What follows belongs to an exercise in optimizing a design on an open flow for small area, a short achievable clock period and few clock cycles; a production flow would make more cautious choices.
Function was checked by simulation only, so behaviour that the tests miss may differ from the original.

[design/flow/design.v]
module PSE (clk, reset, Xin, Yin, point_num, valid, Xout, Yout);
input clk;
input reset;
input [9:0] Xin;
input [9:0] Yin;
input [2:0] point_num;
output reg valid;
output reg [9:0] Xout;
output reg [9:0] Yout;
localparam ST_IN = 2'd0, ST_PAIR = 2'd1, ST_OUT = 2'd2, ST_GAP = 2'd3;
reg [1:0] st;
reg [2:0] nreg;      
reg [2:0] cnt;       
reg [1:0] len;       
reg [1:0] pos;       
reg [1:0] pc;        
reg [2:0] L0, L1, L2;
reg [5:1] asel;      
reg [4:1] bsel;      
reg [19:0] S0, S1, S2, S3, S4, S5;
wire [19:0] A = ({20{asel[1]}} & S1) | ({20{asel[2]}} & S2) | ({20{asel[3]}} & S3) |
                ({20{asel[4]}} & S4) | ({20{asel[5]}} & S5);
wire [19:0] B = ({20{bsel[1]}} & S1) | ({20{bsel[2]}} & S2) | ({20{bsel[3]}} & S3) |
                ({20{bsel[4]}} & S4);
wire [10:0] ax = {1'b0, A[19:10]} - {1'b0, S0[19:10]};
wire [10:0] ay = {1'b0, A[9:0]} - {1'b0, S0[9:0]};
wire [10:0] bx = {1'b0, B[19:10]} - {1'b0, S0[19:10]};
wire [10:0] by = {1'b0, B[9:0]} - {1'b0, S0[9:0]};
wire bef;    
pse_cmp cmp (.ax(ax), .ay(ay), .bx(bx), .by(by), .bef(bef));
wire [5:1] hi_oh = {nreg == 3'd6, nreg == 3'd5, nreg == 3'd4, nreg == 3'd3, 1'b0};
wire [5:1] lo_oh = {1'b0, nreg == 3'd6, nreg == 3'd5, nreg == 3'd4, nreg == 3'd3};
wire [2:0] ins = {1'b0, len} + 3'd1;
wire ins_act = (st == ST_IN) && (ins + 3'd3 <= nreg) && (ins < cnt);
wire at_end = (pos == len - 2'd1);
wire take_last = (st == ST_IN) && (cnt != 3'd0) && (cnt == nreg - 3'd1);
wire lrem = (pos != len);
wire prem = (pc != 2'd2);
wire last_out = ({1'b0, pos} + {1'b0, pc} == {1'b0, len} + 3'd1);   
wire [2:0] lp = (pos == 2'd0) ? L1 : L2;
wire [4:1] lp_oh = {1'b0, lp == 3'd3, lp == 3'd2, lp == 3'd1};
wire [4:1] l0_oh = {1'b0, L0 == 3'd3, L0 == 3'd2, L0 == 3'd1};
localparam NW = 9 + 2 + 2 + 2 + 5 + 4 + 2 + 1 + 1;
function [NW-1:0] nxt;
	input b;
	reg [2:0] n0, n1, n2;
	reg [1:0] nlen, npos, npc, nst;
	reg [5:1] nasel;
	reg [4:1] nbsel;
	reg nvalid, sela;
	reg [1:0] q;
	begin
		n0 = L0; n1 = L1; n2 = L2;
		nlen = len; npos = pos; npc = pc; nst = st;
		nasel = asel; nbsel = bsel; nvalid = 1'b0; sela = 1'b0;
		case (st)
			ST_IN: begin
				if (ins_act) begin
					if (b || at_end) begin
						q = b ? pos : pos + 2'd1;    
						if (q == 2'd0) n0 = ins;
						if (q == 2'd1) n1 = ins; else if (q < 2'd1) n1 = L0;
						if (q == 2'd2) n2 = ins; else if (q < 2'd2) n2 = L1;
						nlen = len + 2'd1;
						npos = 2'd0;
						nasel = {asel[4:1], 1'b0};
						nbsel = (q == 2'd0) ? asel[4:1] : l0_oh;
					end else begin
						npos = pos + 2'd1;
						nbsel = lp_oh;
					end
				end
				if (take_last) begin
					nst = ST_PAIR;
					nasel = hi_oh;
					nbsel = lo_oh[4:1];
				end
			end
			ST_PAIR: begin
				nvalid = 1'b1;
				nst = ST_OUT;
				npos = 2'd0;
				nasel = b ? hi_oh : lo_oh;
				nbsel = l0_oh;
			end
			ST_OUT: begin
				nvalid = 1'b1;
				sela = prem && (!lrem || b);
				if (sela) begin
					npc = pc + 2'd1;
					nasel = (hi_oh | lo_oh) & ~asel;
				end else begin
					npos = pos + 2'd1;
					nbsel = lp_oh;
				end
				if (last_out) nst = ST_GAP;
			end
			default: begin
				nst = ST_IN;
			end
		endcase
		nxt = {n0, n1, n2, nlen, npos, npc, nasel, nbsel, nst, nvalid, sela};
	end
endfunction
wire [NW-1:0] nx0 = nxt(1'b0);
wire [NW-1:0] nx1 = nxt(1'b1);
wire [NW-1:0] nx = bef ? nx1 : nx0;
wire pair = (st == ST_PAIR);
wire sa1 = !pair && prem;
wire sa0 = !pair && prem && !lrem;
wire sb1 = !pair && !prem;
wire sb0 = !pair && !(prem && !lrem);
wire [19:0] xo1 = ({20{pair}} & S0) | ({20{sa1}} & A) | ({20{sb1}} & B);
wire [19:0] xo0 = ({20{pair}} & S0) | ({20{sa0}} & A) | ({20{sb0}} & B);
always @(posedge clk) begin
	if (st == ST_IN) begin
		case (cnt)
			3'd0: S0 <= {Xin, Yin};
			3'd1: S1 <= {Xin, Yin};
			3'd2: S2 <= {Xin, Yin};
			3'd3: S3 <= {Xin, Yin};
			3'd4: S4 <= {Xin, Yin};
			default: S5 <= {Xin, Yin};
		endcase
	end
	{Xout, Yout} <= ({20{bef}} & xo1) | ({20{!bef}} & xo0);
	if (st == ST_IN && cnt == 3'd0) begin
		nreg <= point_num;
		len <= (point_num == 3'd3) ? 2'd0 : 2'd1;
		pos <= 2'd0;
		pc <= 2'd0;
		L0 <= 3'd1;
		asel <= 5'b00010;
		bsel <= 4'b0001;
	end else begin
		{L0, L1, L2, len, pos, pc, asel, bsel} <= nx[NW-1:4];
	end
end
always @(posedge clk) begin
	if (reset) begin
		st <= ST_IN;
		cnt <= 3'd0;
		valid <= 1'b0;
	end else begin
		st <= nx[3:2];
		valid <= nx[1];
		if (st == ST_IN) cnt <= cnt + 3'd1;
		else if (st == ST_GAP) cnt <= 3'd0;
	end
end
endmodule
module pse_cmp (ax, ay, bx, by, bef);
input [10:0] ax, ay, bx, by;
output bef;
wire ao1;
wire at2;
wire an3;
wire ap4;
wire ap5;
wire ap6;
wire ap7;
wire ap8;
wire ap9;
wire ap10;
wire ap11;
wire ap12;
wire ap13;
wire ap14;
wire ap15;
wire ao16;
wire at17;
wire an18;
wire ap19;
wire ap20;
wire ap21;
wire ap22;
wire ap23;
wire ap24;
wire ap25;
wire ap26;
wire ap27;
wire ap28;
wire ap29;
wire ap30;
wire ao31;
wire at32;
wire an33;
wire ap34;
wire ap35;
wire ap36;
wire ap37;
wire ap38;
wire ap39;
wire ap40;
wire ap41;
wire ap42;
wire ap43;
wire ap44;
wire ap45;
wire ao46;
wire at47;
wire an48;
wire ap49;
wire ap50;
wire ap51;
wire ap52;
wire ap53;
wire ap54;
wire ap55;
wire ap56;
wire ap57;
wire ap58;
wire ap59;
wire ap60;
wire ao61;
wire at62;
wire an63;
wire ap64;
wire ap65;
wire ap66;
wire ap67;
wire ap68;
wire ap69;
wire ap70;
wire ap71;
wire ap72;
wire ap73;
wire ap74;
wire ap75;
wire ao76;
wire at77;
wire an78;
wire ap79;
wire ap80;
wire ap81;
wire ap82;
wire ap83;
wire ap84;
wire ap85;
wire ap86;
wire ap87;
wire ap88;
wire ap89;
wire ap90;
wire bo91;
wire bt92;
wire bn93;
wire bp94;
wire bp95;
wire bp96;
wire bp97;
wire bp98;
wire bp99;
wire bp100;
wire bp101;
wire bp102;
wire bp103;
wire bp104;
wire bp105;
wire bo106;
wire bt107;
wire bn108;
wire bp109;
wire bp110;
wire bp111;
wire bp112;
wire bp113;
wire bp114;
wire bp115;
wire bp116;
wire bp117;
wire bp118;
wire bp119;
wire bp120;
wire bo121;
wire bt122;
wire bn123;
wire bp124;
wire bp125;
wire bp126;
wire bp127;
wire bp128;
wire bp129;
wire bp130;
wire bp131;
wire bp132;
wire bp133;
wire bp134;
wire bp135;
wire bo136;
wire bt137;
wire bn138;
wire bp139;
wire bp140;
wire bp141;
wire bp142;
wire bp143;
wire bp144;
wire bp145;
wire bp146;
wire bp147;
wire bp148;
wire bp149;
wire bp150;
wire bo151;
wire bt152;
wire bn153;
wire bp154;
wire bp155;
wire bp156;
wire bp157;
wire bp158;
wire bp159;
wire bp160;
wire bp161;
wire bp162;
wire bp163;
wire bp164;
wire bp165;
wire bo166;
wire bt167;
wire bn168;
wire bp169;
wire bp170;
wire bp171;
wire bp172;
wire bp173;
wire bp174;
wire bp175;
wire bp176;
wire bp177;
wire bp178;
wire bp179;
wire bp180;
wire s181;
wire c182;
wire k183;
wire k184;
wire k185;
wire k186;
wire k187;
wire k188;
wire s189;
wire c190;
wire s191;
wire c192;
wire s193;
wire c194;
wire s195;
wire c196;
wire s197;
wire c198;
wire s199;
wire c200;
wire s201;
wire c202;
wire s203;
wire c204;
wire s205;
wire c206;
wire s207;
wire c208;
wire s209;
wire c210;
wire s211;
wire c212;
wire s213;
wire c214;
wire s215;
wire c216;
wire s217;
wire c218;
wire s219;
wire c220;
wire s221;
wire c222;
wire s223;
wire c224;
wire s225;
wire c226;
wire s227;
wire c228;
wire s229;
wire c230;
wire s231;
wire c232;
wire s233;
wire c234;
wire s235;
wire c236;
wire s237;
wire c238;
wire s239;
wire c240;
wire s241;
wire c242;
wire s243;
wire c244;
wire s245;
wire c246;
wire s247;
wire c248;
wire s249;
wire c250;
wire s251;
wire c252;
wire s253;
wire c254;
wire s255;
wire c256;
wire s257;
wire c258;
wire s259;
wire c260;
wire s261;
wire c262;
wire s263;
wire c264;
wire s265;
wire c266;
wire s267;
wire c268;
wire s269;
wire c270;
wire s271;
wire c272;
wire s273;
wire c274;
wire s275;
wire c276;
wire s277;
wire c278;
wire s279;
wire c280;
wire s281;
wire c282;
wire s283;
wire c284;
wire s285;
wire c286;
wire s287;
wire c288;
wire s289;
wire c290;
wire s291;
wire c292;
wire s293;
wire c294;
wire s295;
wire c296;
wire s297;
wire c298;
wire s299;
wire c300;
wire s301;
wire c302;
wire s303;
wire c304;
wire s305;
wire c306;
wire s307;
wire c308;
wire s309;
wire c310;
wire s311;
wire c312;
wire s313;
wire c314;
wire s315;
wire c316;
wire s317;
wire c318;
wire s319;
wire c320;
wire s321;
wire c322;
wire s323;
wire c324;
wire s325;
wire c326;
wire s327;
wire c328;
wire s329;
wire c330;
wire s331;
wire c332;
wire s333;
wire c334;
wire s335;
wire c336;
wire s337;
wire c338;
wire s339;
wire c340;
wire s341;
wire c342;
wire s343;
wire c344;
wire s345;
wire c346;
wire s347;
wire c348;
wire s349;
wire c350;
wire s351;
wire c352;
wire s353;
wire c354;
wire s355;
wire c356;
wire s357;
wire c358;
wire s359;
wire c360;
wire s361;
wire c362;
wire s363;
wire c364;
wire s365;
wire c366;
wire s367;
wire c368;
wire s369;
wire c370;
wire s371;
wire c372;
wire s373;
wire c374;
wire s375;
wire c376;
wire s377;
wire c378;
wire s379;
wire c380;
wire s381;
wire c382;
wire s383;
wire c384;
wire s385;
wire c386;
wire s387;
wire c388;
wire s389;
wire c390;
wire s391;
wire c392;
wire s393;
wire c394;
wire s395;
wire c396;
wire s397;
wire c398;
wire s399;
wire c400;
wire s401;
wire c402;
wire s403;
wire c404;
wire s405;
wire c406;
wire s407;
wire c408;
wire s409;
wire c410;
wire s411;
wire c412;
wire s413;
wire c414;
wire s415;
wire c416;
wire s417;
wire c418;
wire s419;
wire c420;
wire s421;
wire c422;
wire s423;
wire c424;
wire s425;
wire c426;
wire s427;
wire c428;
wire s429;
wire c430;
wire s431;
wire c432;
wire s433;
wire c434;
wire s435;
wire c436;
wire s437;
wire c438;
wire s439;
wire c440;
wire s441;
wire c442;
wire s443;
wire c444;
wire s445;
wire c446;
wire s447;
wire c448;
wire s449;
wire c450;
wire s451;
wire c452;
wire s453;
wire c454;
wire s455;
wire c456;
wire s457;
wire c458;
wire s459;
wire c460;
assign ao1 = ax[0] ^ 1'b0;
assign at2 = (ax[1] & ~ax[0] & ~1'b0) | (~ax[1] & ax[0] & 1'b0);
assign an3 = ax[1];
assign ap4 = ((ao1 & by[0]) | (at2 & 1'b0)) ^ an3;
assign ap5 = ((ao1 & by[1]) | (at2 & by[0])) ^ an3;
assign ap6 = ((ao1 & by[2]) | (at2 & by[1])) ^ an3;
assign ap7 = ((ao1 & by[3]) | (at2 & by[2])) ^ an3;
assign ap8 = ((ao1 & by[4]) | (at2 & by[3])) ^ an3;
assign ap9 = ((ao1 & by[5]) | (at2 & by[4])) ^ an3;
assign ap10 = ((ao1 & by[6]) | (at2 & by[5])) ^ an3;
assign ap11 = ((ao1 & by[7]) | (at2 & by[6])) ^ an3;
assign ap12 = ((ao1 & by[8]) | (at2 & by[7])) ^ an3;
assign ap13 = ((ao1 & by[9]) | (at2 & by[8])) ^ an3;
assign ap14 = ((ao1 & by[10]) | (at2 & by[9])) ^ an3;
assign ap15 = ~(((ao1 & by[10]) | (at2 & by[10])) ^ an3);
assign ao16 = ax[2] ^ ax[1];
assign at17 = (ax[3] & ~ax[2] & ~ax[1]) | (~ax[3] & ax[2] & ax[1]);
assign an18 = ax[3];
assign ap19 = ((ao16 & by[0]) | (at17 & 1'b0)) ^ an18;
assign ap20 = ((ao16 & by[1]) | (at17 & by[0])) ^ an18;
assign ap21 = ((ao16 & by[2]) | (at17 & by[1])) ^ an18;
assign ap22 = ((ao16 & by[3]) | (at17 & by[2])) ^ an18;
assign ap23 = ((ao16 & by[4]) | (at17 & by[3])) ^ an18;
assign ap24 = ((ao16 & by[5]) | (at17 & by[4])) ^ an18;
assign ap25 = ((ao16 & by[6]) | (at17 & by[5])) ^ an18;
assign ap26 = ((ao16 & by[7]) | (at17 & by[6])) ^ an18;
assign ap27 = ((ao16 & by[8]) | (at17 & by[7])) ^ an18;
assign ap28 = ((ao16 & by[9]) | (at17 & by[8])) ^ an18;
assign ap29 = ((ao16 & by[10]) | (at17 & by[9])) ^ an18;
assign ap30 = ~(((ao16 & by[10]) | (at17 & by[10])) ^ an18);
assign ao31 = ax[4] ^ ax[3];
assign at32 = (ax[5] & ~ax[4] & ~ax[3]) | (~ax[5] & ax[4] & ax[3]);
assign an33 = ax[5];
assign ap34 = ((ao31 & by[0]) | (at32 & 1'b0)) ^ an33;
assign ap35 = ((ao31 & by[1]) | (at32 & by[0])) ^ an33;
assign ap36 = ((ao31 & by[2]) | (at32 & by[1])) ^ an33;
assign ap37 = ((ao31 & by[3]) | (at32 & by[2])) ^ an33;
assign ap38 = ((ao31 & by[4]) | (at32 & by[3])) ^ an33;
assign ap39 = ((ao31 & by[5]) | (at32 & by[4])) ^ an33;
assign ap40 = ((ao31 & by[6]) | (at32 & by[5])) ^ an33;
assign ap41 = ((ao31 & by[7]) | (at32 & by[6])) ^ an33;
assign ap42 = ((ao31 & by[8]) | (at32 & by[7])) ^ an33;
assign ap43 = ((ao31 & by[9]) | (at32 & by[8])) ^ an33;
assign ap44 = ((ao31 & by[10]) | (at32 & by[9])) ^ an33;
assign ap45 = ~(((ao31 & by[10]) | (at32 & by[10])) ^ an33);
assign ao46 = ax[6] ^ ax[5];
assign at47 = (ax[7] & ~ax[6] & ~ax[5]) | (~ax[7] & ax[6] & ax[5]);
assign an48 = ax[7];
assign ap49 = ((ao46 & by[0]) | (at47 & 1'b0)) ^ an48;
assign ap50 = ((ao46 & by[1]) | (at47 & by[0])) ^ an48;
assign ap51 = ((ao46 & by[2]) | (at47 & by[1])) ^ an48;
assign ap52 = ((ao46 & by[3]) | (at47 & by[2])) ^ an48;
assign ap53 = ((ao46 & by[4]) | (at47 & by[3])) ^ an48;
assign ap54 = ((ao46 & by[5]) | (at47 & by[4])) ^ an48;
assign ap55 = ((ao46 & by[6]) | (at47 & by[5])) ^ an48;
assign ap56 = ((ao46 & by[7]) | (at47 & by[6])) ^ an48;
assign ap57 = ((ao46 & by[8]) | (at47 & by[7])) ^ an48;
assign ap58 = ((ao46 & by[9]) | (at47 & by[8])) ^ an48;
assign ap59 = ((ao46 & by[10]) | (at47 & by[9])) ^ an48;
assign ap60 = ~(((ao46 & by[10]) | (at47 & by[10])) ^ an48);
assign ao61 = ax[8] ^ ax[7];
assign at62 = (ax[9] & ~ax[8] & ~ax[7]) | (~ax[9] & ax[8] & ax[7]);
assign an63 = ax[9];
assign ap64 = ((ao61 & by[0]) | (at62 & 1'b0)) ^ an63;
assign ap65 = ((ao61 & by[1]) | (at62 & by[0])) ^ an63;
assign ap66 = ((ao61 & by[2]) | (at62 & by[1])) ^ an63;
assign ap67 = ((ao61 & by[3]) | (at62 & by[2])) ^ an63;
assign ap68 = ((ao61 & by[4]) | (at62 & by[3])) ^ an63;
assign ap69 = ((ao61 & by[5]) | (at62 & by[4])) ^ an63;
assign ap70 = ((ao61 & by[6]) | (at62 & by[5])) ^ an63;
assign ap71 = ((ao61 & by[7]) | (at62 & by[6])) ^ an63;
assign ap72 = ((ao61 & by[8]) | (at62 & by[7])) ^ an63;
assign ap73 = ((ao61 & by[9]) | (at62 & by[8])) ^ an63;
assign ap74 = ((ao61 & by[10]) | (at62 & by[9])) ^ an63;
assign ap75 = ~(((ao61 & by[10]) | (at62 & by[10])) ^ an63);
assign ao76 = ax[10] ^ ax[9];
assign at77 = (ax[10] & ~ax[10] & ~ax[9]) | (~ax[10] & ax[10] & ax[9]);
assign an78 = ax[10];
assign ap79 = ((ao76 & by[0]) | (at77 & 1'b0)) ^ an78;
assign ap80 = ((ao76 & by[1]) | (at77 & by[0])) ^ an78;
assign ap81 = ((ao76 & by[2]) | (at77 & by[1])) ^ an78;
assign ap82 = ((ao76 & by[3]) | (at77 & by[2])) ^ an78;
assign ap83 = ((ao76 & by[4]) | (at77 & by[3])) ^ an78;
assign ap84 = ((ao76 & by[5]) | (at77 & by[4])) ^ an78;
assign ap85 = ((ao76 & by[6]) | (at77 & by[5])) ^ an78;
assign ap86 = ((ao76 & by[7]) | (at77 & by[6])) ^ an78;
assign ap87 = ((ao76 & by[8]) | (at77 & by[7])) ^ an78;
assign ap88 = ((ao76 & by[9]) | (at77 & by[8])) ^ an78;
assign ap89 = ((ao76 & by[10]) | (at77 & by[9])) ^ an78;
assign ap90 = ~(((ao76 & by[10]) | (at77 & by[10])) ^ an78);
assign bo91 = ay[0] ^ 1'b0;
assign bt92 = (ay[1] & ~ay[0] & ~1'b0) | (~ay[1] & ay[0] & 1'b0);
assign bn93 = ~ay[1];
assign bp94 = ((bo91 & bx[0]) | (bt92 & 1'b0)) ^ bn93;
assign bp95 = ((bo91 & bx[1]) | (bt92 & bx[0])) ^ bn93;
assign bp96 = ((bo91 & bx[2]) | (bt92 & bx[1])) ^ bn93;
assign bp97 = ((bo91 & bx[3]) | (bt92 & bx[2])) ^ bn93;
assign bp98 = ((bo91 & bx[4]) | (bt92 & bx[3])) ^ bn93;
assign bp99 = ((bo91 & bx[5]) | (bt92 & bx[4])) ^ bn93;
assign bp100 = ((bo91 & bx[6]) | (bt92 & bx[5])) ^ bn93;
assign bp101 = ((bo91 & bx[7]) | (bt92 & bx[6])) ^ bn93;
assign bp102 = ((bo91 & bx[8]) | (bt92 & bx[7])) ^ bn93;
assign bp103 = ((bo91 & bx[9]) | (bt92 & bx[8])) ^ bn93;
assign bp104 = ((bo91 & bx[10]) | (bt92 & bx[9])) ^ bn93;
assign bp105 = ~(((bo91 & bx[10]) | (bt92 & bx[10])) ^ bn93);
assign bo106 = ay[2] ^ ay[1];
assign bt107 = (ay[3] & ~ay[2] & ~ay[1]) | (~ay[3] & ay[2] & ay[1]);
assign bn108 = ~ay[3];
assign bp109 = ((bo106 & bx[0]) | (bt107 & 1'b0)) ^ bn108;
assign bp110 = ((bo106 & bx[1]) | (bt107 & bx[0])) ^ bn108;
assign bp111 = ((bo106 & bx[2]) | (bt107 & bx[1])) ^ bn108;
assign bp112 = ((bo106 & bx[3]) | (bt107 & bx[2])) ^ bn108;
assign bp113 = ((bo106 & bx[4]) | (bt107 & bx[3])) ^ bn108;
assign bp114 = ((bo106 & bx[5]) | (bt107 & bx[4])) ^ bn108;
assign bp115 = ((bo106 & bx[6]) | (bt107 & bx[5])) ^ bn108;
assign bp116 = ((bo106 & bx[7]) | (bt107 & bx[6])) ^ bn108;
assign bp117 = ((bo106 & bx[8]) | (bt107 & bx[7])) ^ bn108;
assign bp118 = ((bo106 & bx[9]) | (bt107 & bx[8])) ^ bn108;
assign bp119 = ((bo106 & bx[10]) | (bt107 & bx[9])) ^ bn108;
assign bp120 = ~(((bo106 & bx[10]) | (bt107 & bx[10])) ^ bn108);
assign bo121 = ay[4] ^ ay[3];
assign bt122 = (ay[5] & ~ay[4] & ~ay[3]) | (~ay[5] & ay[4] & ay[3]);
assign bn123 = ~ay[5];
assign bp124 = ((bo121 & bx[0]) | (bt122 & 1'b0)) ^ bn123;
assign bp125 = ((bo121 & bx[1]) | (bt122 & bx[0])) ^ bn123;
assign bp126 = ((bo121 & bx[2]) | (bt122 & bx[1])) ^ bn123;
assign bp127 = ((bo121 & bx[3]) | (bt122 & bx[2])) ^ bn123;
assign bp128 = ((bo121 & bx[4]) | (bt122 & bx[3])) ^ bn123;
assign bp129 = ((bo121 & bx[5]) | (bt122 & bx[4])) ^ bn123;
assign bp130 = ((bo121 & bx[6]) | (bt122 & bx[5])) ^ bn123;
assign bp131 = ((bo121 & bx[7]) | (bt122 & bx[6])) ^ bn123;
assign bp132 = ((bo121 & bx[8]) | (bt122 & bx[7])) ^ bn123;
assign bp133 = ((bo121 & bx[9]) | (bt122 & bx[8])) ^ bn123;
assign bp134 = ((bo121 & bx[10]) | (bt122 & bx[9])) ^ bn123;
assign bp135 = ~(((bo121 & bx[10]) | (bt122 & bx[10])) ^ bn123);
assign bo136 = ay[6] ^ ay[5];
assign bt137 = (ay[7] & ~ay[6] & ~ay[5]) | (~ay[7] & ay[6] & ay[5]);
assign bn138 = ~ay[7];
assign bp139 = ((bo136 & bx[0]) | (bt137 & 1'b0)) ^ bn138;
assign bp140 = ((bo136 & bx[1]) | (bt137 & bx[0])) ^ bn138;
assign bp141 = ((bo136 & bx[2]) | (bt137 & bx[1])) ^ bn138;
assign bp142 = ((bo136 & bx[3]) | (bt137 & bx[2])) ^ bn138;
assign bp143 = ((bo136 & bx[4]) | (bt137 & bx[3])) ^ bn138;
assign bp144 = ((bo136 & bx[5]) | (bt137 & bx[4])) ^ bn138;
assign bp145 = ((bo136 & bx[6]) | (bt137 & bx[5])) ^ bn138;
assign bp146 = ((bo136 & bx[7]) | (bt137 & bx[6])) ^ bn138;
assign bp147 = ((bo136 & bx[8]) | (bt137 & bx[7])) ^ bn138;
assign bp148 = ((bo136 & bx[9]) | (bt137 & bx[8])) ^ bn138;
assign bp149 = ((bo136 & bx[10]) | (bt137 & bx[9])) ^ bn138;
assign bp150 = ~(((bo136 & bx[10]) | (bt137 & bx[10])) ^ bn138);
assign bo151 = ay[8] ^ ay[7];
assign bt152 = (ay[9] & ~ay[8] & ~ay[7]) | (~ay[9] & ay[8] & ay[7]);
assign bn153 = ~ay[9];
assign bp154 = ((bo151 & bx[0]) | (bt152 & 1'b0)) ^ bn153;
assign bp155 = ((bo151 & bx[1]) | (bt152 & bx[0])) ^ bn153;
assign bp156 = ((bo151 & bx[2]) | (bt152 & bx[1])) ^ bn153;
assign bp157 = ((bo151 & bx[3]) | (bt152 & bx[2])) ^ bn153;
assign bp158 = ((bo151 & bx[4]) | (bt152 & bx[3])) ^ bn153;
assign bp159 = ((bo151 & bx[5]) | (bt152 & bx[4])) ^ bn153;
assign bp160 = ((bo151 & bx[6]) | (bt152 & bx[5])) ^ bn153;
assign bp161 = ((bo151 & bx[7]) | (bt152 & bx[6])) ^ bn153;
assign bp162 = ((bo151 & bx[8]) | (bt152 & bx[7])) ^ bn153;
assign bp163 = ((bo151 & bx[9]) | (bt152 & bx[8])) ^ bn153;
assign bp164 = ((bo151 & bx[10]) | (bt152 & bx[9])) ^ bn153;
assign bp165 = ~(((bo151 & bx[10]) | (bt152 & bx[10])) ^ bn153);
assign bo166 = ay[10] ^ ay[9];
assign bt167 = (ay[10] & ~ay[10] & ~ay[9]) | (~ay[10] & ay[10] & ay[9]);
assign bn168 = ~ay[10];
assign bp169 = ((bo166 & bx[0]) | (bt167 & 1'b0)) ^ bn168;
assign bp170 = ((bo166 & bx[1]) | (bt167 & bx[0])) ^ bn168;
assign bp171 = ((bo166 & bx[2]) | (bt167 & bx[1])) ^ bn168;
assign bp172 = ((bo166 & bx[3]) | (bt167 & bx[2])) ^ bn168;
assign bp173 = ((bo166 & bx[4]) | (bt167 & bx[3])) ^ bn168;
assign bp174 = ((bo166 & bx[5]) | (bt167 & bx[4])) ^ bn168;
assign bp175 = ((bo166 & bx[6]) | (bt167 & bx[5])) ^ bn168;
assign bp176 = ((bo166 & bx[7]) | (bt167 & bx[6])) ^ bn168;
assign bp177 = ((bo166 & bx[8]) | (bt167 & bx[7])) ^ bn168;
assign bp178 = ((bo166 & bx[9]) | (bt167 & bx[8])) ^ bn168;
assign bp179 = ((bo166 & bx[10]) | (bt167 & bx[9])) ^ bn168;
assign bp180 = ~(((bo166 & bx[10]) | (bt167 & bx[10])) ^ bn168);
assign s181 = an78 ^ bn168;
assign c182 = an78 & bn168;
assign k183 = ~bp171;
assign k184 = ~bp171;
assign k185 = ~bp174;
assign k186 = ~bp176;
assign k187 = ~bp178;
assign k188 = ~bp180;
pse_ha us189 (.a(ap10), .b(ap23), .s(s189), .co(c190));
pse_fa us191 (.a(ap12), .b(ap25), .c(ap38), .s(s191), .co(c192));
pse_ha us193 (.a(ap51), .b(ap64), .s(s193), .co(c194));
pse_fa us195 (.a(ap13), .b(ap26), .c(ap39), .s(s195), .co(c196));
pse_ha us197 (.a(ap52), .b(ap65), .s(s197), .co(c198));
pse_fa us199 (.a(ap14), .b(ap27), .c(ap40), .s(s199), .co(c200));
pse_fa us201 (.a(ap53), .b(ap66), .c(ap79), .s(s201), .co(c202));
pse_fa us203 (.a(bp104), .b(bp117), .c(bp130), .s(s203), .co(c204));
pse_fa us205 (.a(ap15), .b(ap28), .c(ap41), .s(s205), .co(c206));
pse_fa us207 (.a(ap54), .b(ap67), .c(ap80), .s(s207), .co(c208));
pse_fa us209 (.a(bp105), .b(bp118), .c(bp131), .s(s209), .co(c210));
pse_ha us211 (.a(bp144), .b(bp157), .s(s211), .co(c212));
pse_fa us213 (.a(ap29), .b(ap42), .c(ap55), .s(s213), .co(c214));
pse_fa us215 (.a(ap68), .b(ap81), .c(bp119), .s(s215), .co(c216));
pse_ha us217 (.a(bp132), .b(bp145), .s(s217), .co(c218));
pse_fa us219 (.a(ap30), .b(ap43), .c(ap56), .s(s219), .co(c220));
pse_fa us221 (.a(ap69), .b(ap82), .c(bp120), .s(s221), .co(c222));
pse_ha us223 (.a(bp133), .b(bp146), .s(s223), .co(c224));
pse_fa us225 (.a(ap44), .b(ap57), .c(ap70), .s(s225), .co(c226));
pse_ha us227 (.a(ap83), .b(bp134), .s(s227), .co(c228));
pse_ha us229 (.a(ap45), .b(ap58), .s(s229), .co(c230));
pse_fa us231 (.a(ap8), .b(ap21), .c(ap34), .s(s231), .co(c232));
pse_ha us233 (.a(ap9), .b(ap22), .s(s233), .co(c234));
pse_fa us235 (.a(s189), .b(ap36), .c(ap49), .s(s235), .co(c236));
pse_fa us237 (.a(an48), .b(bp100), .c(bp113), .s(s237), .co(c238));
pse_fa us239 (.a(c190), .b(ap11), .c(ap24), .s(s239), .co(c240));
pse_fa us241 (.a(ap37), .b(ap50), .c(bp101), .s(s241), .co(c242));
pse_ha us243 (.a(bp114), .b(bp127), .s(s243), .co(c244));
pse_fa us245 (.a(s191), .b(s193), .c(an63), .s(s245), .co(c246));
pse_fa us247 (.a(bp102), .b(bp115), .c(bp128), .s(s247), .co(c248));
pse_fa us249 (.a(bp141), .b(bp154), .c(bn153), .s(s249), .co(c250));
pse_fa us251 (.a(c192), .b(c194), .c(s195), .s(s251), .co(c252));
pse_fa us253 (.a(s197), .b(bp103), .c(bp116), .s(s253), .co(c254));
pse_fa us255 (.a(bp129), .b(bp142), .c(bp155), .s(s255), .co(c256));
pse_fa us257 (.a(c196), .b(c198), .c(s199), .s(s257), .co(c258));
pse_fa us259 (.a(s201), .b(s203), .c(bp143), .s(s259), .co(c260));
pse_fa us261 (.a(bp156), .b(bp169), .c(s181), .s(s261), .co(c262));
pse_fa us263 (.a(c200), .b(c202), .c(c204), .s(s263), .co(c264));
pse_fa us265 (.a(s205), .b(s207), .c(s209), .s(s265), .co(c266));
pse_fa us267 (.a(s211), .b(bp170), .c(c182), .s(s267), .co(c268));
pse_fa us269 (.a(c206), .b(c208), .c(c210), .s(s269), .co(c270));
pse_fa us271 (.a(c212), .b(s213), .c(s215), .s(s271), .co(c272));
pse_fa us273 (.a(s217), .b(bp158), .c(k183), .s(s273), .co(c274));
pse_fa us275 (.a(c214), .b(c216), .c(c218), .s(s275), .co(c276));
pse_fa us277 (.a(s219), .b(s221), .c(s223), .s(s277), .co(c278));
pse_fa us279 (.a(bp159), .b(bp172), .c(k184), .s(s279), .co(c280));
pse_fa us281 (.a(c220), .b(c222), .c(c224), .s(s281), .co(c282));
pse_fa us283 (.a(s225), .b(s227), .c(bp147), .s(s283), .co(c284));
pse_fa us285 (.a(bp160), .b(bp173), .c(bp171), .s(s285), .co(c286));
pse_fa us287 (.a(c226), .b(c228), .c(s229), .s(s287), .co(c288));
pse_fa us289 (.a(ap71), .b(ap84), .c(bp135), .s(s289), .co(c290));
pse_fa us291 (.a(bp148), .b(bp161), .c(k185), .s(s291), .co(c292));
pse_fa us293 (.a(c230), .b(ap59), .c(ap72), .s(s293), .co(c294));
pse_fa us295 (.a(ap85), .b(bp149), .c(bp162), .s(s295), .co(c296));
pse_ha us297 (.a(bp175), .b(bp174), .s(s297), .co(c298));
pse_fa us299 (.a(ap60), .b(ap73), .c(ap86), .s(s299), .co(c300));
pse_ha us301 (.a(bp150), .b(bp163), .s(s301), .co(c302));
pse_ha us303 (.a(ap74), .b(ap87), .s(s303), .co(c304));
pse_fa us305 (.a(ap6), .b(ap19), .c(an18), .s(s305), .co(c306));
pse_ha us307 (.a(ap7), .b(ap20), .s(s307), .co(c308));
pse_fa us309 (.a(s231), .b(an33), .c(bp98), .s(s309), .co(c310));
pse_ha us311 (.a(bp111), .b(bp124), .s(s311), .co(c312));
pse_fa us313 (.a(c232), .b(s233), .c(ap35), .s(s313), .co(c314));
pse_fa us315 (.a(bp99), .b(bp112), .c(bp125), .s(s315), .co(c316));
pse_fa us317 (.a(c234), .b(s235), .c(s237), .s(s317), .co(c318));
pse_fa us319 (.a(bp126), .b(bp139), .c(bn138), .s(s319), .co(c320));
pse_fa us321 (.a(c236), .b(c238), .c(s239), .s(s321), .co(c322));
pse_fa us323 (.a(s241), .b(s243), .c(bp140), .s(s323), .co(c324));
pse_fa us325 (.a(c240), .b(c242), .c(c244), .s(s325), .co(c326));
pse_fa us327 (.a(s245), .b(s247), .c(s249), .s(s327), .co(c328));
pse_fa us329 (.a(c246), .b(c248), .c(c250), .s(s329), .co(c330));
pse_fa us331 (.a(s251), .b(s253), .c(s255), .s(s331), .co(c332));
pse_fa us333 (.a(c252), .b(c254), .c(c256), .s(s333), .co(c334));
pse_fa us335 (.a(s257), .b(s259), .c(s261), .s(s335), .co(c336));
pse_fa us337 (.a(c258), .b(c260), .c(c262), .s(s337), .co(c338));
pse_fa us339 (.a(s263), .b(s265), .c(s267), .s(s339), .co(c340));
pse_fa us341 (.a(c264), .b(c266), .c(c268), .s(s341), .co(c342));
pse_fa us343 (.a(s269), .b(s271), .c(s273), .s(s343), .co(c344));
pse_fa us345 (.a(c270), .b(c272), .c(c274), .s(s345), .co(c346));
pse_fa us347 (.a(s275), .b(s277), .c(s279), .s(s347), .co(c348));
pse_fa us349 (.a(c276), .b(c278), .c(c280), .s(s349), .co(c350));
pse_fa us351 (.a(s281), .b(s283), .c(s285), .s(s351), .co(c352));
pse_fa us353 (.a(c282), .b(c284), .c(c286), .s(s353), .co(c354));
pse_fa us355 (.a(s287), .b(s289), .c(s291), .s(s355), .co(c356));
pse_fa us357 (.a(c288), .b(c290), .c(c292), .s(s357), .co(c358));
pse_fa us359 (.a(s293), .b(s295), .c(s297), .s(s359), .co(c360));
pse_fa us361 (.a(c294), .b(c296), .c(c298), .s(s361), .co(c362));
pse_fa us363 (.a(s299), .b(s301), .c(k186), .s(s363), .co(c364));
pse_fa us365 (.a(c300), .b(c302), .c(s303), .s(s365), .co(c366));
pse_fa us367 (.a(bp164), .b(bp177), .c(bp176), .s(s367), .co(c368));
pse_fa us369 (.a(c304), .b(ap75), .c(ap88), .s(s369), .co(c370));
pse_ha us371 (.a(bp165), .b(k187), .s(s371), .co(c372));
pse_ha us373 (.a(ap89), .b(bp179), .s(s373), .co(c374));
pse_ha us375 (.a(ap4), .b(an3), .s(s375), .co(c376));
pse_ha us377 (.a(s305), .b(bp96), .s(s377), .co(c378));
pse_fa us379 (.a(c306), .b(s307), .c(bp97), .s(s379), .co(c380));
pse_fa us381 (.a(c308), .b(s309), .c(s311), .s(s381), .co(c382));
pse_fa us383 (.a(c310), .b(c312), .c(s313), .s(s383), .co(c384));
pse_fa us385 (.a(c314), .b(c316), .c(s317), .s(s385), .co(c386));
pse_fa us387 (.a(c318), .b(c320), .c(s321), .s(s387), .co(c388));
pse_fa us389 (.a(c322), .b(c324), .c(s325), .s(s389), .co(c390));
pse_fa us391 (.a(c326), .b(c328), .c(s329), .s(s391), .co(c392));
pse_fa us393 (.a(c330), .b(c332), .c(s333), .s(s393), .co(c394));
pse_fa us395 (.a(c334), .b(c336), .c(s337), .s(s395), .co(c396));
pse_fa us397 (.a(c338), .b(c340), .c(s341), .s(s397), .co(c398));
pse_fa us399 (.a(c342), .b(c344), .c(s345), .s(s399), .co(c400));
pse_fa us401 (.a(c346), .b(c348), .c(s349), .s(s401), .co(c402));
pse_fa us403 (.a(c350), .b(c352), .c(s353), .s(s403), .co(c404));
pse_fa us405 (.a(c354), .b(c356), .c(s357), .s(s405), .co(c406));
pse_fa us407 (.a(c358), .b(c360), .c(s361), .s(s407), .co(c408));
pse_fa us409 (.a(c362), .b(c364), .c(s365), .s(s409), .co(c410));
pse_fa us411 (.a(c366), .b(c368), .c(s369), .s(s411), .co(c412));
pse_fa us413 (.a(c370), .b(c372), .c(s373), .s(s413), .co(c414));
pse_ha us415 (.a(c374), .b(ap90), .s(s415), .co(c416));
pse_ha us417 (.a(s375), .b(bp94), .s(s417), .co(c418));
pse_fa us419 (.a(c376), .b(ap5), .c(bp95), .s(s419), .co(c420));
pse_fa us421 (.a(s377), .b(bp109), .c(bn108), .s(s421), .co(c422));
pse_fa us423 (.a(c378), .b(s379), .c(bp110), .s(s423), .co(c424));
pse_fa us425 (.a(c380), .b(s381), .c(bn123), .s(s425), .co(c426));
pse_fa us427 (.a(c382), .b(s383), .c(s315), .s(s427), .co(c428));
pse_fa us429 (.a(c384), .b(s385), .c(s319), .s(s429), .co(c430));
pse_fa us431 (.a(c386), .b(s387), .c(s323), .s(s431), .co(c432));
pse_fa us433 (.a(c388), .b(s389), .c(s327), .s(s433), .co(c434));
pse_fa us435 (.a(c390), .b(s391), .c(s331), .s(s435), .co(c436));
pse_fa us437 (.a(c392), .b(s393), .c(s335), .s(s437), .co(c438));
pse_fa us439 (.a(c394), .b(s395), .c(s339), .s(s439), .co(c440));
pse_fa us441 (.a(c396), .b(s397), .c(s343), .s(s441), .co(c442));
pse_fa us443 (.a(c398), .b(s399), .c(s347), .s(s443), .co(c444));
pse_fa us445 (.a(c400), .b(s401), .c(s351), .s(s445), .co(c446));
pse_fa us447 (.a(c402), .b(s403), .c(s355), .s(s447), .co(c448));
pse_fa us449 (.a(c404), .b(s405), .c(s359), .s(s449), .co(c450));
pse_fa us451 (.a(c406), .b(s407), .c(s363), .s(s451), .co(c452));
pse_fa us453 (.a(c408), .b(s409), .c(s367), .s(s453), .co(c454));
pse_fa us455 (.a(c410), .b(s411), .c(s371), .s(s455), .co(c456));
pse_fa us457 (.a(c412), .b(s413), .c(bp178), .s(s457), .co(c458));
pse_fa us459 (.a(c414), .b(s415), .c(k188), .s(s459), .co(c460));
wire [21:0] r1 = {c458, c456, c454, c452, c450, c448, c446, c444, c442, c440, c438, c436, c434, c432, c430, c428, c426, c424, c422, c420, c418, s417};
wire [21:0] r2 = {s459, s457, s455, s453, s451, s449, s447, s445, s443, s441, s439, s437, s435, s433, s431, s429, s427, s425, s423, s421, s419, bn93};
wire [21:0] sum = r1 + r2;
assign bef = sum[21];
endmodule
module pse_fa (a, b, c, s, co);
input a, b, c;
output s, co;
assign s = a ^ b ^ c;
assign co = (a & b) | (a & c) | (b & c);
endmodule
module pse_ha (a, b, s, co);
input a, b;
output s, co;
assign s = a ^ b;
assign co = a & b;
endmodule
[design/flow/flow/run.sh]
#!/bin/bash
# Layout flow: the standard flow (standard.sh), with two changes in how
# the layout is made:
#  * the port buffers are sky130_fd_sc_hd__buf_2 cells (buffer_ports picks a
#    slow delay cell by default);
#  * after global placement and repair_design, size.tcl upsizes gates on the
#    worst paths (drive strengths only; the netlist's function, the registers
#    and the constraints stay the same), before detailed placement.
# Each step's full output goes to a log file of its own in this folder.
set -euo pipefail
export BUFFER_PORTS_ARGS="-buffer_cell sky130_fd_sc_hd__buf_2"
RES=$PWD/orfs/results/$FLOW_PLATFORM/PSE/base
bash standard.sh $RES/3_4_place_resized.odb > flow_1_to_resize.log 2>&1
cp $RES/3_4_place_resized.odb $RES/3_4_place_resized_unsized.odb
SIZE_IN=$RES/3_4_place_resized_unsized.odb SIZE_OUT=$RES/3_4_place_resized.odb \
  LIB=$FLOW_HOME/platforms/$FLOW_PLATFORM/lib/sky130_fd_sc_hd__tt_025C_1v80.lib \
  SDC=$FLOW_SDC SIZE_ITERS=400 SIZE_WINDOW=0.3 \
  openroad -exit -no_init flow/size.tcl > flow_2_size.log 2>&1
bash standard.sh > flow_3_to_finish.log 2>&1
[design/flow/flow/size.tcl]
# Gate sizing on the worst paths.  For the worst endpoint, try a one-step
# upsize of each cell that drives a stage of its worst path and keep the one
# that helps that endpoint most without hurting the design's worst slack;
# repeat.  Constraints are not changed: this only picks drive strengths.
read_db $::env(SIZE_IN)
read_liberty $::env(LIB)
read_sdc $::env(SDC)
source $::env(FLOW_HOME)/platforms/sky130hd/setRC.tcl
estimate_parasitics -placement

proc wns {} { return [expr {[sta::worst_slack_cmd max] * 1e9}] }
proc ep_slack {pin} {
  set pe [lindex [find_timing_paths -path_delay max -to $pin -group_path_count 1] 0]
  return [expr {[$pe slack] * 1e9}]
}
proc bigger {master} {
  if {![regexp {^(.*)_([0-9]+)$} $master -> base sz]} { return "" }
  foreach s {1 2 4 6 8 12 16} {
    if {$s <= $sz} continue
    if {[llength [get_lib_cells -quiet */${base}_$s]] > 0} { return "${base}_$s" }
  }
  return ""
}
set dont {__clkbuf_ __clkinv dlygate clkdlybuf __tap __fill __decap __conb}

set start [wns]
puts "start wns [format %.3f $start]"
set stuck [dict create]
set n 0
for {set it 0} {$it < $::env(SIZE_ITERS)} {incr it} {
  set ws [wns]
  # worst endpoint that is not stuck
  set pe ""
  # the worst endpoint sets the period: stop once it cannot be helped
  set p [lindex [find_timing_paths -path_delay max -group_path_count 1 -sort_by_slack] 0]
  if {[dict exists $stuck [get_full_name [$p pin]]]} break
  set pe $p
  set endpin [$pe pin]
  set epname [get_full_name $endpin]
  if {[expr {[$pe slack] * 1e9}] > $ws + $::env(SIZE_WINDOW)} break
  set es [expr {[$pe slack] * 1e9}]
  set cands {}
  foreach pin [[$pe path] pins] {
    if {![$pin is_driver]} continue
    set inst [$pin instance]
    if {$inst eq "NULL" || $inst eq ""} continue
    set iname [get_full_name $inst]
    set m [get_property $inst ref_name]
    set skip 0
    foreach d $dont { if {[string first $d $m] >= 0} { set skip 1 } }
    if {$skip} continue
    set b [bigger $m]
    if {$b ne ""} { lappend cands [list $iname $m $b] }
  }
  set best ""; set bestes [expr {$es + 0.002}]
  foreach c $cands {
    lassign $c iname m b
    replace_cell $iname [get_lib_cells */$b]
    estimate_parasitics -placement
    set e [ep_slack $endpin]
    set w [wns]
    replace_cell $iname [get_lib_cells */$m]
    estimate_parasitics -placement
    if {$e > $bestes && $w >= $ws - 0.0005} { set bestes $e; set best $c }
  }
  if {$best eq ""} { dict set stuck $epname 1; continue }
  lassign $best iname m b
  replace_cell $iname [get_lib_cells */$b]
  estimate_parasitics -placement
  incr n
  puts "it $it $epname: $iname $m -> $b endpoint [format %.3f $es] -> [format %.3f $bestes] wns [format %.3f [wns]]"
}
puts "end wns [format %.3f [wns]] (start [format %.3f $start]), $n cells upsized"
write_db $::env(SIZE_OUT)
[design/flow/standard.sh]
#!/bin/bash
# synth_recipe.tcl (not shown) runs the flow's synth.tcl, then flattens the netlist and writes it again
# the make line also repeats each setting of config.mk as NAME=value (left out here)
make -C /OpenROAD-flow-scripts/flow DESIGN_CONFIG=/design/flow/config.mk WORK_HOME=/design/flow/orfs CLKGATE_MAP_FILE= SYNTH_SCRIPT=/design/flow/synth_recipe.tcl "${@:-finish}"
[design/flow/config.mk]
export PLATFORM = sky130hd
export DESIGN_NAME = PSE
export DESIGN_NICKNAME = PSE
export VERILOG_FILES = /design/flow/design.v
export SDC_FILE = /design/flow/constraint.sdc
export NUM_CORES = 4
export LEC_CHECK = 0
export ABC_AREA = 1
export CAP_MARGIN = 20
export CORE_MARGIN = 2
export CORE_UTILIZATION = 60
export SLEW_MARGIN = 40
export SYNTH_HIERARCHICAL = 1
export SYNTH_MINIMUM_KEEP_SIZE = 0
[design/flow/constraint.sdc]
create_clock -name core_clock -period 35.0 [get_ports {clk}]
set_input_delay 7.0000 -clock core_clock [delete_from_list [all_inputs] [get_ports {clk}]]
set_output_delay 7.0000 -clock core_clock [all_outputs]
set_load 0.01 [all_outputs]
==> results of run 1 <==
## layer usage
| metal | global-route usage, % | share of wire (%) | vias up |
|---|---|---|---|
| met4 | 16.9 | 5.3 | 0 |
| met3 | 4.61 | 6.6 | 113 |
| met5 | 0 | 0 | - |
| met1 | 43.7 | 40 | 6394 |
| met2 | 56.8 | 48 | 627 |
| li1 | - | - | 6425 |
## kinds of logic after synthesis
family,count (synthesis)
fa+ha+maj,228
compound gates,414
buf+inv,269
simple gates,682
xor+xnor,146
flops,173
## stage by stage
stage | utilization [%] | hold WS [ns] | instances | setup WS, ns
3_3_place_gp | 62.1 | 0.477 | 2237 | 25.35
4_1_cts | 65.1 | 0.483 | 2269 | 26.47
2_1_floorplan | - | 0.446 | 1912 | 27.52
3_5_place_dp | 62.6 | 0.467 | 2237 | 26.48
5_1_grt | 65.1 | 0.485 | 2269 | 25.98
6_report | 65.1 | 0.490 | 2269 | 26.43
## final cells by class
class / instances / area [um^2] / area share [%]
Multi-Input combinational cell: 1470 / 10500 / 60.2
Sequential cell: 173 / 4780 / 27.5
Inverter: 197 / 759 / 4.37
Tap cell: 341 / 427 / 2.45
Clock buffer: 17 / 425 / 2.45
Timing Repair Buffer: 56 / 308 / 1.77
Clock inverter: 15 / 223 / 1.28
## synthesized netlist by cell type (4+ instances only)
library cell	number	share of area, %
clkinv_1	25	0.58
a21oi_1	148	4.6
o211ai_1	22	1.0
dfxtp_1	42	5.2
o21ai_1	12	0.37
nor2_1	93	2.2
nor2_2	4	0.15
o31ai_1	6	0.28
clkbuf_1	26	0.60
a22oi_1	5	0.23
nand3_1	51	1.6
o22ai_1	99	3.8
nor3_1	6	0.19
buf_4	6	0.28
a31oi_1	9	0.35
a22o_1	4	0.22
nand2_1	483	11
ha_1	108	8.3
fa_1	120	15
edfxtp_1	131	24
xor2_1	129	7.0
inv_1	158	3.7
a21o_1	5	0.23
inv_2	11	0.25
nand4_1	9	0.35
nand2_2	13	0.50
buf_2	33	1.0
o21bai_1	6	0.28
buf_6	6	0.42
nand3_2	4	0.25
or2_1	6	0.23
xnor2_1	17	0.92
o21ai_0	82	2.5
## sequential cells by signal (all words and copies together) (netlist names), 2 cells and up
name  count
L0        3
st        2
S3       20
asel      5
S1       20
nreg      3
L2        3
S2       20
bsel      4
S5       20
S0       20
pos       2
pc        2
cnt       3
L1        3
S4       20
len       2
Xout     10
Yout     10
## worst min-delay path, delay by kind of cell, from the launching register on
| kind | cells | cell delay, ns |
|---|---|---|
| flip-flops | 1 | 0.35 |
| AO/OA/AOI/OAI | 1 | 0.07 |
| AND/OR/NAND/NOR | 1 | 0.05 |
## per-module statistics from Yosys, one instance, submodules excluded
module	cells	flops+latches
PSE	1267	173
pse_cmp	509	0
pse_fa	1	0
pse_ha	1	0
## worst paths after layout
kind                               from      end  slack (ns)
worst max register to register  bsel[2]  bsel[2]       26.43
worst max-delay path            bsel[2]  bsel[2]       26.43
worst min register to register   S0[14]  Xout[4]        0.49
worst min-delay path             S0[14]  Xout[4]        0.49
==> impl_results.md, run 1 <==
* Outcome: no timing/DRC/antenna violations
* Post-route ant nets at 0
* Crit path time final at 8.57 ns
* Worst Hold Class: reg -> reg
* WL/cell at 20.8 um
* Clk slew on worst S/H paths at 0.08 ns
* Clock sink count at 173
* Xor-xnor portion of the synthesized cell area at 7.90%
* Share of layout cells above drive strength 1 at 8.82%
* Largest stage delay, worst path at 0.89 ns
* Simple-gate portion of the synthesized area at 17.6%
* Setup Crit Path Kind: reg -> reg
* RePlAce Congestion at 0.970
* Most used DFF post-synth: edfxtp_1
* Total number of vias at 13600
* Critical Path AT at 8.94 ns
* Number of global-route vias before repair at 13200
* PostCTS Resize Cnt at 0
* Fin. max-slew vios at 0
* Crit path max-delay family: adder cells
* Max FO, Critical Path at 22
* Adder-cell share of the synthesized area at 23.2%
* Clock latency (worst-skew pair) at 0.44 ns
* Final Hold Vio Count at 0
* Average cell area after synthesis at 8.47 um^2
* Total Negative Setup Slacks at 0 ns
* Compound-Gate Fraction of Synth Area at 14.8%
* Vias per cell at 5.98
* GRT Resource Usage Total at 34.0%
* Top Ports at 46
* Syn nets at 2165
* Combinational family with the most area after synthesis: adder cells
* Pin count of the biggest net entering global routing at 56
* R2R cell count at 33
* Die ar. at 28300 um^2
* Mapped Area at 16200 um^2
* Die Y at 168 um
* DRT Wirelength at 47300 um
* Antenna violations before repair at 0
* Max Clk Rate at 117 MHz
* Most frequent cells in the layout: nand2_1 (482), inv_1 (155), a21oi_1 (147), edfxtp_1 (131), xor2_1 (126)
* Final period util at 24.5%
* Max-slew headroom at 38.8%
* Sequential area share after synthesis at 29.5%
* CP startpoint kind: register
* Final number of setup-violating endpoints at 0
* TritonCTS Buffers at 17
* Detailed placer's ending HPWL at 37000 um
* Crit. path cell count at 33
* Max-Cap Viols at 0
* Grt ovf at 0
* Worst Tran Pin Value at 0.917 ns
* Fillers at 2295
* Area growth from synthesis to layout at 7.42%
* Die X at 168 um
* Root Driver: clkbuf_16
* Area after DPL at 16700 um^2
* Initial drt markers at 1422
* FP Rows at 60
* Antenna cells at 0
* Synthesized flop and latch total at 173
* RSZ-0062 raised after global routing: false
* CTS HTree Levels at 4
* Nets at 2168
* Post-CTS setup buffer count at 0
* Data required time of the worst path at 35.37 ns
* Final Cell Area at 17400 um^2
* Core area at 26700 um^2
* Clock Skew at 0.0139 ns
* Crit-path slowest cell: dfxtp_1
* Hold Crit Depth at 2
* CP most frequent cell: nand2_1
* Mux share of post-synthesis cell area at 0%
* Async S/R FF share, synth at 0%
* CP endpoint kind: register
* Number of iterations in the first detailed-routing pass at 6
* Yosys Warn Count at 7
* Worst path bufs/invs at 1
* Port bufs at 45
* Starting density of the core at 60.6%
* Leading cell type in the layout, fill and taps excluded: nand2_1
* Clk buf depth at 2
* Cells after synthesis at 1912
* Global-route wire length before repair at 73900 um
* CTS tree: built
* CTS Hold Bufs at 0
* Drt drc at 0
* Distinct cell type count of the synthesized netlist at 52
* Number of flops mapped to enable cells by yosys at 131
Testbench counts, summed over its fixed seeds: cycles 31,902.
==> run 2, diff against run 1 <==
--- a/design/flow/config.mk
+++ b/design/flow/config.mk
@@ -10,5 +10,5 @@
 export CORE_MARGIN = 2
 export CORE_UTILIZATION = 60
-export SLEW_MARGIN = 40
+export SLEW_MARGIN = 60
 export SYNTH_HIERARCHICAL = 1
 export SYNTH_MINIMUM_KEEP_SIZE = 0
==> run 2 against run 1 <==
  * Still clean on timing, DRC and antenna
  * Count of clock-buffer cells in the layout unchanged
  * Routed wire length up 0.73%
  * Register-to-register slack better by 0.25 ns
  * Via count up 0.65%
  * Critical path type unchanged
==> impl_results.md, run 2 <==
* Outcome: no timing/DRC/antenna violations
* Worst Tran Pin Value at 0.589 ns (-0.327 ns)
* Distinct cell type count of the synthesized netlist at 52 (unchanged)
* Synth cell count leaders: nand2_1 (483), inv_1 (158), a21oi_1 (148), edfxtp_1 (131), xor2_1 (129)
* CTS Hold Bufs at 0 (unchanged)
* Die Y at 168 um (unchanged)
* Core area at 26700 um^2 (unchanged)
* Clk buf depth at 2 (unchanged)
* Antenna cells at 0 (unchanged)
* Footprint of the multi-input gates at 10600 um^2 (+0.78%)
* Setup Crit Path Kind: reg -> reg
* Detailed placer's ending HPWL at 37400 um (+0.99%)
* TritonCTS Buffers at 17 (unchanged)
* Nets at 2173 (+0.23%)
* WL/cell at 20.9 um (+0.51%)
* Max FO, Critical Path at 22 (unchanged)
* Largest stage delay, worst path at 0.54 ns (-0.35 ns)
* Grt ovf at 0 (unchanged)
* Yosys Warn Count at 7 (unchanged)
* Mapped Area at 16200 um^2 (unchanged)
* Max-Cap Viols at 0 (unchanged)
* Syn nets at 2165 (unchanged)
* Clk slew on worst S/H paths at 0.08 ns (about the same)
* Pin count of the biggest net entering global routing at 56 (unchanged)
* Fillers at 2243 (-2.3%)
* Max-slew headroom at 60.6% (+22 points)
* Number of iterations in the first detailed-routing pass at 6 (unchanged)
* Top-count cell post-synth: nand2_1
* Clock sink count at 173 (unchanged)
* CP most frequent cell: nand2_1
* CTS HTree Levels at 4 (unchanged)
* Starting density of the core at 60.6% (unchanged)
* Share of layout cells above drive strength 1 at 9.93% (+1.1 points)
* Most frequent cells in the layout: nand2_1 (479), inv_1 (154), a21oi_1 (148), edfxtp_1 (131), xor2_1 (121)
* Final number of setup-violating endpoints at 0 (unchanged)
* Total number of vias at 13600 (+0.65%)
* Async S/R FF share, synth at 0% (unchanged)
* Top-area cell type share of the netlist area at 24.3% (unchanged)
* Average cell area after synthesis at 8.47 um^2 (unchanged)
* Max Clk Rate at 120 MHz (+3.0%)
* Die X at 168 um (unchanged)
* Post-CTS setup buffer count at 0 (unchanged)
* Final Hold Vio Count at 0 (unchanged)
* Most used DFF post-synth: edfxtp_1
* Clock Skew at 0.0116 ns (-0.00231 ns)
* Cells after synthesis at 1912 (unchanged)
* Drt drc at 0 (unchanged)
* Global-route wire length before repair at 74200 um (+0.41%)
* Top Ports at 46 (unchanged)
* CP endpoint kind: register
* Crit-path slowest cell: fa_1
* DRT Wirelength at 47600 um (+0.73%)
* Top post-synthesis cells by area: edfxtp_1 (24%), fa_1 (15%), nand2_1 (11%)
* Vias per cell at 6.00 (+0.43%)
* Sequential area share after synthesis at 29.5% (unchanged)
* Root Driver: clkbuf_16
* Die ar. at 28300 um^2 (unchanged)
* Clock latency (worst-skew pair) at 0.45 ns (about the same)
* Post-route ant nets at 0 (unchanged)
* Worst Hold Class: reg -> reg
* FP Rows at 60 (unchanged)
* Port bufs at 45 (unchanged)
* Antenna violations before repair at 0 (unchanged)
* Initial drt markers at 1640 (+15%)
* Critical Path AT at 8.69 ns (-0.25 ns)
* CTS tree: built
* Total Negative Setup Slacks at 0 ns (unchanged)
* Final period util at 23.8% (-0.71 points)
* RSZ-0062 raised after global routing: false
* RePlAce Congestion at 0.970 (unchanged)
* Area growth from synthesis to layout at 8.41%
* Number of global-route vias before repair at 13400 (+0.98%)
* GRT Resource Usage Total at 34.1% (+0.099 points)
* Number of flops mapped to enable cells by yosys at 131 (unchanged)
* Leading area contributor after synthesis: edfxtp_1
* Leading cell type in the layout, fill and taps excluded: nand2_1
* CP startpoint kind: register
* Crit path time final at 8.32 ns (-0.248 ns)
* PostCTS Resize Cnt at 0 (unchanged)
* Fin. max-slew vios at 0 (unchanged)
* Data required time of the worst path at 35.37 ns (about the same)
* Synthesized flop and latch total at 173 (unchanged)
* Flop2flop setup slack at 26.68 ns (+0.25 ns)
* Register area at 4790 um^2 (+0.16%)
-- run 2: layout make-up --
type / instances / share of cell area, %
multi-input cells: 1470 / 60.1
inverters: 197 / 4.35
clock inverters: 15 / 1.27
repair buffers: 61 / 2.14
flip-flops and latches: 173 / 27.3
well taps: 341 / 2.43
clock buffers: 17 / 2.42
-- run 2: critical path, delay by kind of cell (launching register included) --
kind	cells	cell delay [ns]
fa+ha+maj	7	3.10
flops	1	0.36
buf+inv	2	0.58
simple gates	17	2.22
xor+xnor	2	0.31
compound gates	7	1.62
-- run 2: worst paths after layout --
| path | startpoint | to | depth (start not counted) |
|---|---|---|---|
| max | asel[1] | bsel[2] | 35 |
| min | S0[14] | Xout[4] | 2 |
| max reg2reg | asel[1] | bsel[2] | 35 |
| min reg2reg | S0[14] | Xout[4] | 2 |
-- run 2: stage by stage --
step,hold WS (ns),setup slack [ns],cell area [um^2],util (%),instances
after floorplan,0.446,27.52,16200,-,1912
after global placement,0.477,25.35,16600,62.1,2237
after detailed placement,0.481,26.83,16900,63.2,2242
after CTS,0.499,26.83,17500,65.6,2274
after global routing,0.511,26.16,17600,65.7,2274
final,0.508,26.68,17600,65.7,2274
-- run 2: metal layers --
| metal | part of all wire [%] | vias up | track usage (%) |
|---|---|---|---|
| met2 | 48 | 620 | 57.6 |
| met4 | 5.0 | 0 | 16.9 |
| li1 | - | 6432 | - |
| met1 | 40 | 6484 | 43.8 |
| met3 | 6.1 | 111 | 3.93 |
| met5 | 0 | - | 0 |
-- run 2: kinds of logic after synthesis --
kind of cell    after synthesis  synth area share [%]
compound gates              414                  14.8
xor+xnor                    146                  7.90
fa+ha+maj                   228                  23.2
buf+inv                     269                  6.97
flops                       173                  29.5
simple gates                682                  17.6
-- run 2: Yosys stat by module, one instance, submodules excluded --
| module | cell area, um^2 | copies in the design |
|---|---|---|
| PSE | 10600 | 1 |
| pse_cmp | 3050 | 1 |
| pse_fa | 20.0 | 115 |
| pse_ha | 12.5 | 21 |
==> run 3, diff against run 2 <==
--- a/design/flow/flow/run.sh
+++ b/design/flow/flow/run.sh
@@ -15,5 +15,5 @@
 SIZE_IN=$RES/3_4_place_resized_unsized.odb SIZE_OUT=$RES/3_4_place_resized.odb \
   LIB=$FLOW_HOME/platforms/$FLOW_PLATFORM/lib/sky130_fd_sc_hd__tt_025C_1v80.lib \
-  SDC=$FLOW_SDC SIZE_ITERS=400 SIZE_WINDOW=0.3 \
+  SDC=$FLOW_SDC SIZE_ITERS=80 SIZE_WINDOW=0.3 \
   openroad -exit -no_init flow/size.tcl > flow_2_size.log 2>&1
 bash standard.sh > flow_3_to_finish.log 2>&1
--- a/design/flow/flow/size.tcl
+++ b/design/flow/flow/size.tcl
@@ -32,8 +32,11 @@
   # worst endpoint that is not stuck
   set pe ""
-  # the worst endpoint sets the period: stop once it cannot be helped
-  set p [lindex [find_timing_paths -path_delay max -group_path_count 1 -sort_by_slack] 0]
-  if {[dict exists $stuck [get_full_name [$p pin]]]} break
-  set pe $p
+  # the worst endpoint that can still be helped, among those within
+  # SIZE_WINDOW of the worst slack (after routing, any of them may be worst)
+  set pe ""
+  foreach p [find_timing_paths -path_delay max -group_path_count 300 -endpoint_path_count 1 -sort_by_slack] {
+    if {![dict exists $stuck [get_full_name [$p pin]]]} { set pe $p; break }
+  }
+  if {$pe eq ""} break
   set endpin [$pe pin]
   set epname [get_full_name $endpin]
==> run 3 against run 2 <==
  * Still clean
  * Register-to-register slack improved by 0.08 ns
  * Utilization grew 0.39 points
  * Maximum frequency grew 0.97%
  * Flip-flop and latch count unchanged
  * Synthesized cell count stayed put
  * Clock skew is 0.0016 ns higher
==> impl_results.md, run 3 <==
* M1 wire length at 19300 um (+0.16%)
* CP startpoint kind: register
* CTS tree: built
* Port bufs at 45 (unchanged)
* Drt drc at 0 (unchanged)
* Die X at 168 um (unchanged)
* DRT Wirelength at 47500 um (-0.17%)
* Async S/R FF share, synth at 0% (unchanged)
* Core area at 26700 um^2 (unchanged)
* Average cell area after synthesis at 8.47 um^2 (unchanged)
* Leading area contributor after synthesis: edfxtp_1
* Total number of vias at 13600 (-0.13%)
* Fin. max-slew vios at 0 (unchanged)
* CP most frequent cell: nand2_1
* CP endpoint kind: register
* Routed length on met2 at 23000 um (-0.47%)
* Worst path bufs/invs at 2 (unchanged)
* Simple-gate portion of the synthesized area at 17.6% (unchanged)
* Yosys Warn Count at 7 (unchanged)
* Mux share of post-synthesis cell area at 0% (unchanged)
* Antenna violations before repair at 0 (unchanged)
* Synth cell count leaders: nand2_1 (483), inv_1 (158), a21oi_1 (148), edfxtp_1 (131), xor2_1 (129)
* Global-route wire length before repair at 73900 um (-0.41%)
* Die Y at 168 um (unchanged)
* Capture point of the worst reg-to-reg path: bsel[3]
* Crit path time final at 8.24 ns (-0.0799 ns)
* WL met3 at 2870 um (-1.3%)
* Post-CTS setup buffer count at 0 (unchanged)
* CTS Hold Bufs at 0 (unchanged)
* Compound-Gate Fraction of Synth Area at 14.8% (unchanged)
* Most used DFF post-synth: edfxtp_1
* Combinational family with the most area after synthesis: adder cells
* Number of iterations in the first detailed-routing pass at 6 (unchanged)
* Outcome: no timing/DRC/antenna violations
* Worst Hold Class: reg -> reg
* Number of global-route vias before repair at 13200 (-1.3%)
* Largest stage delay, worst path at 0.66 ns (+0.12 ns)
* Nets at 2173 (unchanged)
* Xor-xnor portion of the synthesized cell area at 7.90% (unchanged)
* Crit-path slowest cell: dfxtp_2
* Syn nets at 2165 (unchanged)
* Root Driver: clkbuf_16
* Leading cell type in the layout, fill and taps excluded: nand2_1
* Data required time of the worst path at 35.36 ns (about the same)
* Sequential area share after synthesis at 29.5% (unchanged)
* Number of flops mapped to enable cells by yosys at 131 (unchanged)
* Pin count of the biggest net entering global routing at 56 (unchanged)
* FP Rows at 60 (unchanged)
* RePlAce Congestion at 0.970 (unchanged)
* Max-Cap Viols at 0 (unchanged)
* Top Ports at 46 (unchanged)
* R2R cell count at 37 (+5.7%)
* Top-area cell type share of the netlist area at 24.3% (unchanged)
* Clk buf depth at 2 (unchanged)
* Post-route ant nets at 0 (unchanged)
* Synthesized flop and latch total at 173 (unchanged)
* Area growth from synthesis to layout at 9.06%
* Top post-synthesis cells by area: edfxtp_1 (24%), fa_1 (15%), nand2_1 (11%)
* Cells after synthesis at 1912 (unchanged)
* Hold Crit Endpoint: Xout[4]
* Total Negative Setup Slacks at 0 ns (unchanged)
* Crit path max-delay family: adder cells
-- run 3: cell counts after synthesis --
Identical to the previous run, type by type.
-- run 3: logic make-up (layout without fill, tap and decap cells) --
kind of cell | Yosys count | in the layout
and+or+nand+nor | 682 | 682
AOI/OAI and AO/OA | 414 | 414
buffers and inverters | 269 | 290
adders and majority gates | 228 | 228
DFF | 173 | 173
xor gates and xnor gates | 146 | 146
-- run 3: modules after synthesis (local to each module, per instance) --
| module | copies in the design | cells | flops+latches |
|---|---|---|---|
| PSE | 1 | 1267 | 173 |
| pse_fa | 115 | 1 | 0 |
| pse_ha | 21 | 1 | 0 |
| pse_cmp | 1 | 509 | 0 |
-- run 3: how the worst max path moves through the flow --
stage                 start  endpoint  slack [ns]  cells past startpoint
3_5_place_dp        asel[3]     L2[1]       26.89                     34
5_1_grt             asel[3]   bsel[3]       26.28                     38
3_3_place_gp        asel[2]     L2[0]       25.35                     29
2_1_floorplan  point_num[1]    len[0]       27.52                      3
4_1_cts             asel[3]   bsel[3]       26.87                     34
6_report            asel[3]   bsel[3]       26.76                     37
-- run 3: layout make-up --
type | count | area (um^2)
Multi-Input combinational cell | 1470 | 10600
Fill cell | 2292 | 9070
Sequential cell | 173 | 4790
Inverter | 197 | 774
Tap cell | 341 | 427
Clock buffer | 17 | 425
Timing Repair Buffer | 61 | 375
Clock inverter | 15 | 223
-- run 3: tightest hold or removal path, delay by kind of cell, from the launching register on --
| family | cells | cell delay, ns |
|---|---|---|
| compound gates | 1 | 0.07 |
| flops | 1 | 0.35 |
| simple gates | 1 | 0.05 |
-- run 3: layer usage --
| layer | track usage [%] | up-vias |
|---|---|---|
| met5 | 0 | - |
| met1 | 44.3 | 6464 |
| met3 | 3.46 | 122 |
| li1 | - | 6442 |
| met4 | 15.2 | 0 |
| met2 | 57.7 | 601 |
-- run 3: per-stage QoR --
stage | cells | hold slack, ns | instance area [um^2] | setup WS (ns) | utilization (%)
2_1_floorplan | 1912 | 0.446 | 16200 | 27.52 | -
3_3_place_gp | 2237 | 0.477 | 16600 | 25.35 | 62.1
3_5_place_dp | 2242 | 0.473 | 17000 | 26.89 | 63.6
4_1_cts | 2274 | 0.492 | 17600 | 26.87 | 66.0
5_1_grt | 2274 | 0.498 | 17700 | 26.28 | 66.1
6_report | 2274 | 0.499 | 17700 | 26.76 | 66.1

==> static timing again, ports no longer ideal <==
Ports are ideal in the flow. The routed layouts listed here were re-timed in OpenROAD. Step 1 sets driving cells, clkbuf_16 on the clock port and buf_2 on the other inputs (assumed; they add their load-dependent delay and slew). Step 2 times the ports against the registers' clock, not the clock port: input delays grow and output delays shrink by t, the midpoint of the rising clock arrivals with the driver on. a / b / c = ideal ports / drivers / drivers and shift; a / b = the first two.
| run | t (ns) | slack for setup (ns) | worst hold slack (ns) |
|---|---|---|---|
| run 1 | 0.485 | 26.433 / 26.433 / 26.433 | 0.490 / 0.490 / 0.490 |
| run 2 | 0.491 | 26.681 / 26.681 / 26.681 | 0.508 / 0.508 / 0.508 |
| run 3 | 0.485 | 26.761 / 26.761 / 26.761 | 0.499 / 0.499 / 0.499 |
After both steps every run listed still meets setup and hold.
